From an optimization exercise on the open Yosys and OpenROAD flow, aimed at small area; shortcuts taken in it are not production practice.
The RTL was checked by simulation tests, not by an equivalence proof against the original design.

==> inputs of run a <==
// fir_filt
module fir_filt
#(
	parameter sig_width = 12,
	parameter reg_width = 32,
	parameter coef_width = 24,
	parameter coef_count = 8,
	localparam coef_id_w = $clog2(coef_count),
	parameter max_shift = 32,
	localparam max_shift_w = $clog2(max_shift)
)
(
	input rst,
	input flush,
	input clk,
	input [coef_id_w-1:0] addr,
	input [coef_width-1:0] coef,
	input coef_ready,
	output reg coef_done,
	output [coef_width-1:0] coef_r,
	input result_shift_ready,
	input [max_shift_w-1:0] result_shift_i,
	output reg result_shift_done,
	output reg [max_shift_w-1:0] result_shift,
	input conv_done,
	input [sig_width-1:0] adc_in_a,
	input [sig_width-1:0] adc_in_b,
	output [sig_width-1:0] filt_out_a,
	output [sig_width-1:0] filt_out_b,
	output reg filt_done
);
==> flow/config.mk <==
export PLATFORM = sky130hd
export DESIGN_NAME = fir_filt
export DESIGN_NICKNAME = fir_filt
export VERILOG_FILES = /design/flow/design.v
export SDC_FILE = /design/flow/constraint.sdc
export NUM_CORES = 4
export LEC_CHECK = 0
export ABC_AREA = 1
export CAP_MARGIN = 20
export CORE_MARGIN = 2
export CORE_UTILIZATION = 62
export CTS_CLUSTER_DIAMETER = 80
export CTS_CLUSTER_SIZE = 20
export SLEW_MARGIN = 20
==> flow/constraint.sdc <==
create_clock -name core_clock -period 10.0 [get_ports {clk}]
set_input_delay 2.0000 -clock core_clock [delete_from_list [all_inputs] [get_ports {clk}]]
set_output_delay 2.0000 -clock core_clock [all_outputs]
set_load 0.01 [all_outputs]
standard.sh (not shown) runs the stock make flow with config.mk's settings and CLKGATE_MAP_FILE= SYNTH_SCRIPT=/design/flow/synth_recipe.tcl, a recipe that flattens the netlist after the stock synthesis.
==> flow/flow/run.sh <==
#!/bin/bash
# The standard synthesis, then polarity.py drops inverters from its netlist
# (full adders, half adders and gates change polarity), then the standard
# layout of that netlist, with buf_1 cells as the port buffers.
set -euo pipefail
R=orfs/results/${FLOW_PLATFORM}/fir_filt/base
LIB=${FLOW_HOME}/platforms/${FLOW_PLATFORM}/lib/sky130_fd_sc_hd__tt_025C_1v80.lib
bash standard.sh synth > synth.log 2>&1
cp $R/1_2_yosys.v $R/1_2_yosys.standard.v
python3 flow/polarity.py $LIB $R/1_2_yosys.standard.v $R/1_2_yosys.v > polarity.log 2>&1
rm -f $R/1_synth.odb $R/1_synth.sdc
bash standard.sh "BUFFER_PORTS_ARGS=-buffer_cell sky130_fd_sc_hd__buf_1" finish > layout.log 2>&1
Other scripts of this flow, unchanged in this note and not shown: flow/flow/polarity.py
==> run b: changes against run a <==
Settings changed: CORE_UTILIZATION 62 to 68, CTS_CLUSTER_DIAMETER 80 to 90, CTS_CLUSTER_SIZE 20 to 24.
==> run summary <==
                                                                               run a         run b
Status                                                      timing/DRC/antenna clean  timing/DRC/antenna clean
Count of routing violations after the opening detailed-route iteration          3122          3526
Fraction of layout cells with a size suffix above 1                           7.065%        7.684%
Die Footprint                                                            0.05637 mm²   0.05148 mm²
Post-place setup slack                                                     0.4462 ns     0.4296 ns
Post-Route Skew                                                           0.02477 ns    0.03075 ns
Seq area share                                                                31.82%        31.80%
Die Span Y                                                                  237.4 µm      226.9 µm
RD Place Congestion                                                           0.9924        0.9813
Total Wirelength                                                            103.4 mm      104.3 mm
Bufs and invs on worst path                                                        6             5
Via count normalized by instance count                                         6.104         6.334
Launch instance of the worst register-to-register path                       csel[7]       csel[3]
Final critical-path share of the clock period                                 96.66%        98.06%
Num tapcells                                                                     696           664
Per-cell routed wire length                                                 23.71 µm      24.05 µm
Cell total after placement                                                      4254          4213
Inverters, non-clock                                                             200           202

* * *

==> wip/pepper: inputs <==
Another version of the RTL of fir_filt (not shown whole).
Design fir_filt, start of the top module:
module fir_filt
#(
	parameter sig_width = 12,
	parameter reg_width = 32,
	parameter coef_width = 24,
	parameter coef_count = 8,
	localparam coef_id_w = $clog2(coef_count),
	parameter max_shift = 32,
	localparam max_shift_w = $clog2(max_shift)
)
(
	input rst,
	input flush,
	input clk,
	input [coef_id_w-1:0] addr,
	input [coef_width-1:0] coef,
	input coef_ready,
	output reg coef_done,
	output [coef_width-1:0] coef_r,
	input result_shift_ready,
	input [max_shift_w-1:0] result_shift_i,
	output reg result_shift_done,
	output reg [max_shift_w-1:0] result_shift,
	input conv_done,
	input [sig_width-1:0] adc_in_a,
	input [sig_width-1:0] adc_in_b,
	output [sig_width-1:0] filt_out_a,
	output [sig_width-1:0] filt_out_b,
	output reg filt_done
);
==> module fir_filt, before the edit <==
module fir_filt
#(
	parameter sig_width = 12,
	parameter reg_width = 32,
	parameter coef_width = 24,
	parameter coef_count = 8,
	localparam coef_id_w = $clog2(coef_count),
	parameter max_shift = 32,
	localparam max_shift_w = $clog2(max_shift)
)
(
	input rst,
	input flush,
	input clk,
	input [coef_id_w-1:0] addr,
	input [coef_width-1:0] coef,
	input coef_ready,
	output reg coef_done,
	output [coef_width-1:0] coef_r,
	input result_shift_ready,
	input [max_shift_w-1:0] result_shift_i,
	output reg result_shift_done,
	output reg [max_shift_w-1:0] result_shift,
	input conv_done,
	input [sig_width-1:0] adc_in_a,
	input [sig_width-1:0] adc_in_b,
	output [sig_width-1:0] filt_out_a,
	output [sig_width-1:0] filt_out_b,
	output reg filt_done
);
	integer i;
	reg cc_r;
	always @(posedge clk) cc_r <= conv_done;
	wire take = conv_done & ~cc_r & ~flush & ~rst;	 
	wire clr = rst | flush;
	reg [coef_width-1:0] coeffs [0:coef_count-1];
	wire [coef_width-1:0] wdata = rst ? 0 : coef;
	always @(posedge clk) begin
		for (i = 0; i < coef_count; i = i + 1)
			if (rst | (coef_ready & (addr == i)))
				coeffs[i] <= (i == 0) ? {wdata[coef_width-1:1], wdata[0] | rst} : wdata;
		coef_done <= ~rst & coef_ready;
	end
	reg [coef_count-1:0] addr_oh;
	always @(posedge clk)
		for (i = 0; i < coef_count; i = i + 1)
			addr_oh[i] <= (addr == i);
	reg [coef_width-1:0] coef_rd;
	always @(*) begin
		coef_rd = 0;
		for (i = 0; i < coef_count; i = i + 1)
			coef_rd = coef_rd | ({coef_width{addr_oh[i]}} & coeffs[i]);
	end
	assign coef_r = coef_rd;
	always @(posedge clk) begin
		if (rst | result_shift_ready)
			result_shift <= rst ? 0 : result_shift_i;
		result_shift_done <= ~rst & result_shift_ready;
	end
	reg [2:0] cnt, ha;
	reg [3:0] nv;
	reg live;		 
	wire idle = (cnt == 7);
	reg [2:0] cnt_n, ha_n;
	reg [3:0] nv_n;
	always @(*) begin
		cnt_n = rst ? 3'd7 : (take | ~idle) ? cnt + 3'd1 : cnt;
		ha_n = rst ? 3'd0 : (ha == 6) ? (take ? 3'd1 : 3'd0) : (ha == 5 && take) ? 3'd0 : ha + 3'd1 + take;
		nv_n = clr ? 4'd0 : (take && nv != 8) ? nv + 4'd1 : nv;
	end
	always @(posedge clk) begin
		cnt <= cnt_n;
		ha <= ha_n;
		nv <= nv_n;
		live <= ~clr & (take | live);
		filt_done <= ~clr & live & (cnt == 5);
	end
	reg [2:0] hs_n, hage_n, cidx_n;
	reg [3:0] nvs_n;
	reg idle_nn, last_nn;
	always @(*) begin
		idle_nn = (cnt_n == 7);
		last_nn = (cnt_n == 6);
		hs_n = idle_nn ? ((ha_n == 6) ? 3'd0 : ha_n + 3'd1) : ha_n;
		hage_n = (hs_n == 0 && !last_nn) ? 3'd7 : hs_n;
		nvs_n = idle_nn ? ((nv_n == 8) ? 4'd8 : nv_n + 4'd1) : nv_n;
		cidx_n = last_nn ? 3'd0 : hage_n;
	end
	wire next_ok = {1'b0, hage_n} < nvs_n;
	reg first, last, head_ok, hs0;
	reg [coef_count-1:0] csel;	 
	always @(posedge clk) begin
		first <= idle_nn;
		last <= last_nn;
		head_ok <= next_ok;
		hs0 <= (hs_n == 0);
		for (i = 0; i < coef_count; i = i + 1)
			csel[i] <= (cidx_n == i);
	end
	wire ins = hs0 & (take | ~(first | last));	 
	reg [sig_width-1:0] ring_a [0:6];
	reg [sig_width-1:0] ring_b [0:6];
	reg [sig_width-1:0] stg_a, stg_b;
	wire [sig_width-1:0] head_a = head_ok ? ring_a[6] : 0;
	wire [sig_width-1:0] head_b = head_ok ? ring_b[6] : 0;
	always @(posedge clk) begin
		if (take) begin
			stg_a <= adc_in_a;
			stg_b <= adc_in_b;
		end
		for (i = 1; i < 7; i = i + 1) begin
			ring_a[i] <= ring_a[i-1];
			ring_b[i] <= ring_b[i-1];
		end
		ring_a[0] <= ins ? (take ? adc_in_a : stg_a) : head_a;
		ring_b[0] <= ins ? (take ? adc_in_b : stg_b) : head_b;
	end
	reg [coef_width-1:0] cm;
	always @(*) begin
		cm = 0;
		for (i = 0; i < coef_count; i = i + 1)
			cm = cm | ({coef_width{csel[i]}} & coeffs[i]);
	end
	reg [sig_width-1:0] xa, xb;
	always @(posedge clk) begin
		xa <= last_nn ? stg_a : next_ok ? ring_a[5] : 0;
		xb <= last_nn ? stg_b : next_ok ? ring_b[5] : 0;
	end
	reg [reg_width-1:0] acc_a, acc_b;
	wire [reg_width-1:0] sum_a, sum_b;
	fir_mac mac_a (.x(xa), .c(cm), .a(first ? {reg_width{1'b0}} : acc_a), .y(sum_a));
	fir_mac mac_b (.x(xb), .c(cm), .a(first ? {reg_width{1'b0}} : acc_b), .y(sum_b));
	always @(posedge clk) begin
		acc_a <= sum_a;
		acc_b <= sum_b;
	end
	wire [reg_width-1:0] sh_a = sum_a >> result_shift;
	wire [reg_width-1:0] sh_b = sum_b >> result_shift;
	assign filt_out_a = sh_a[sig_width-1:0];
	assign filt_out_b = sh_b[sig_width-1:0];
endmodule
Settings: LEC_CHECK=0, CAP_MARGIN=20, CORE_MARGIN=2, CORE_UTILIZATION=60, CTS_BUF_LIST=sky130_fd_sc_hd__clkbuf_8, SLEW_MARGIN=20; clock period 10.0 ns.
==> flow/flow/run.sh <==
#!/bin/bash
# The standard synthesis, then polarity.py drops inverters from its netlist
# (full adders and gates with a complemented twin change polarity), then the
# standard layout of that netlist.
set -euo pipefail
R=orfs/results/${FLOW_PLATFORM}/fir_filt/base
LIB=${FLOW_HOME}/platforms/${FLOW_PLATFORM}/lib/sky130_fd_sc_hd__tt_025C_1v80.lib
bash standard.sh synth > synth.log 2>&1
cp $R/1_2_yosys.v $R/1_2_yosys.standard.v
python3 flow/polarity.py $LIB $R/1_2_yosys.standard.v $R/1_2_yosys.v > polarity.log 2>&1
rm -f $R/1_synth.odb $R/1_synth.sdc
bash standard.sh "BUFFER_PORTS_ARGS=-buffer_cell sky130_fd_sc_hd__buf_2" finish > layout.log 2>&1
Other scripts of this flow, unchanged in this note and not shown: flow/flow/polarity.py
==> wip/umber: changes against wip/pepper <==
--- a/flow/design.v
+++ b/flow/design.v
@@ -86,13 +86,12 @@
 		nvs_n = idle_nn ? ((nv_n == 8) ? 4'd8 : nv_n + 4'd1) : nv_n;
 		cidx_n = last_nn ? 3'd0 : hage_n;
 	end
-	wire next_ok = {1'b0, hage_n} < nvs_n;
 	reg first, last, head_ok, hs0;
 	reg [coef_count-1:0] csel;	 
 	always @(posedge clk) begin
 		first <= idle_nn;
 		last <= last_nn;
-		head_ok <= next_ok;
+		head_ok <= {1'b0, hage_n} < nvs_n;
 		hs0 <= (hs_n == 0);
 		for (i = 0; i < coef_count; i = i + 1)
 			csel[i] <= (cidx_n == i);
@@ -121,11 +120,8 @@
 		for (i = 0; i < coef_count; i = i + 1)
 			cm = cm | ({coef_width{csel[i]}} & coeffs[i]);
 	end
-	reg [sig_width-1:0] xa, xb;
-	always @(posedge clk) begin
-		xa <= last_nn ? stg_a : next_ok ? ring_a[5] : 0;
-		xb <= last_nn ? stg_b : next_ok ? ring_b[5] : 0;
-	end
+	wire [sig_width-1:0] xa = last ? stg_a : head_a;
+	wire [sig_width-1:0] xb = last ? stg_b : head_b;
 	reg [reg_width-1:0] acc_a, acc_b;
 	wire [reg_width-1:0] sum_a, sum_b;
 	fir_mac mac_a (.x(xa), .c(cm), .a(first ? {reg_width{1'b0}} : acc_a), .y(sum_a));
Settings changed: CORE_UTILIZATION 60 to 55, CTS_BUF_LIST sky130_fd_sc_hd__clkbuf_8 to unset, GPL_TIMING_DRIVEN set to 0.
==> wip/raven: changes against wip/pepper <==
--- a/flow/design.v
+++ b/flow/design.v
@@ -86,13 +86,12 @@
 		nvs_n = idle_nn ? ((nv_n == 8) ? 4'd8 : nv_n + 4'd1) : nv_n;
 		cidx_n = last_nn ? 3'd0 : hage_n;
 	end
-	wire next_ok = {1'b0, hage_n} < nvs_n;
 	reg first, last, head_ok, hs0;
 	reg [coef_count-1:0] csel;	 
 	always @(posedge clk) begin
 		first <= idle_nn;
 		last <= last_nn;
-		head_ok <= next_ok;
+		head_ok <= {1'b0, hage_n} < nvs_n;
 		hs0 <= (hs_n == 0);
 		for (i = 0; i < coef_count; i = i + 1)
 			csel[i] <= (cidx_n == i);
@@ -121,11 +120,8 @@
 		for (i = 0; i < coef_count; i = i + 1)
 			cm = cm | ({coef_width{csel[i]}} & coeffs[i]);
 	end
-	reg [sig_width-1:0] xa, xb;
-	always @(posedge clk) begin
-		xa <= last_nn ? stg_a : next_ok ? ring_a[5] : 0;
-		xb <= last_nn ? stg_b : next_ok ? ring_b[5] : 0;
-	end
+	wire [sig_width-1:0] xa = last ? stg_a : head_a;
+	wire [sig_width-1:0] xb = last ? stg_b : head_b;
 	reg [reg_width-1:0] acc_a, acc_b;
 	wire [reg_width-1:0] sum_a, sum_b;
 	fir_mac mac_a (.x(xa), .c(cm), .a(first ? {reg_width{1'b0}} : acc_a), .y(sum_a));
Settings changed: CORE_UTILIZATION 60 to 55, CTS_BUF_LIST sky130_fd_sc_hd__clkbuf_8 to unset.
==> wip/cedar: changes against wip/pepper <==
--- a/flow/flow/run.sh
+++ b/flow/flow/run.sh
@@ -9,4 +9,4 @@
 cp $R/1_2_yosys.v $R/1_2_yosys.standard.v
 python3 flow/polarity.py $LIB $R/1_2_yosys.standard.v $R/1_2_yosys.v > polarity.log 2>&1
 rm -f $R/1_synth.odb $R/1_synth.sdc
-bash standard.sh "BUFFER_PORTS_ARGS=-buffer_cell sky130_fd_sc_hd__buf_2" finish > layout.log 2>&1
+bash standard.sh > layout.log 2>&1
Settings changed: CORE_UTILIZATION 60 to 55, CTS_BUF_LIST sky130_fd_sc_hd__clkbuf_8 to unset.
==> impl_metrics.env <==
export IMPL_status="finished clean"
export IMPL_routed_via_count=29300
export IMPL_syn_to_final_growth_pct=13.4
export IMPL_m1WireLength_um=49000
export IMPL_signal_buffers=375
export IMPL_finalClockSkew_ps=30.8
The numbers above come from wip/raven.

==> impl_metrics.env <==
export IMPL_maxClockFrequency_mhz=101
export IMPL_m1WireLength_um=46600
export IMPL_finalClockSkew_ps=43.1
export IMPL_signal_buffers=338
export IMPL_status="finished clean"
export IMPL_syn_to_final_growth_pct=17.3
The numbers above come from wip/cedar.

==> impl_metrics.env <==
export IMPL_status="complete, but fails checks"
export IMPL_setup_viol=2
export IMPL_worst_slack_ps=-46.6
export IMPL_so_violations="setup timing"
The numbers above come from wip/umber.

==> impl_metrics.env <==
export IMPL_status="finished clean"
export IMPL_worstHoldStart="ring_b[2][5]"
export IMPL_use_met1=0.456
export IMPL_crit_cells=24
export IMPL_finalClockSkew_ps=65.9
export IMPL_signal_buffers=321
export IMPL_syn_to_final_growth_pct=13.0
export IMPL_routed_via_count=28200
The numbers above come from wip/pepper.

==> static timing again, ports no longer ideal <==
The results above use ideal ports. As a check the final layouts listed here were re-extracted and re-timed, cells and wires unchanged. Step 1 (the two cells are an assumption about what drives the block):
set clk [get_ports {clk}]
set_driving_cell -lib_cell sky130_fd_sc_hd__clkbuf_16 $clk
set_driving_cell -lib_cell sky130_fd_sc_hd__buf_2 [delete_from_list [all_inputs] $clk]
Step 2 moves the port delays by t, midway between the first and last clock arrival at a register: inputs arrive t later, outputs are due t later. That takes back most of the time a late clock gives input paths. Three values: no drivers, after step 1, after step 2; two values: the first two.
run | t, ns | setup WS [ns] | worst setup path at the end | slew at the worst register clock pin (ns) | worst data-port slew with drivers (ns)
run a | 0.649 | 0.334 / 0.274 / 0.924 | register to output | 0.09 / 0.09 | 0.04
run b | 0.683 | 0.194 / 0.132 / 0.816 | register to output | 0.10 / 0.10 | 0.05
wip/pepper | 0.747 | 0.199 / 0.139 / 0.886 | register to output | 0.07 / 0.07 | 0.04
wip/umber | 0.699 | -0.047 / -0.114 / 0.585 | register to output | 0.08 / 0.08 | 0.04
wip/raven | 0.669 | 0.192 / 0.125 / 0.794 | register to output | 0.07 / 0.07 | 0.06
wip/cedar | 0.701 | 0.079 / 0.012 / 0.713 | register to output | 0.07 / 0.07 | 0.05
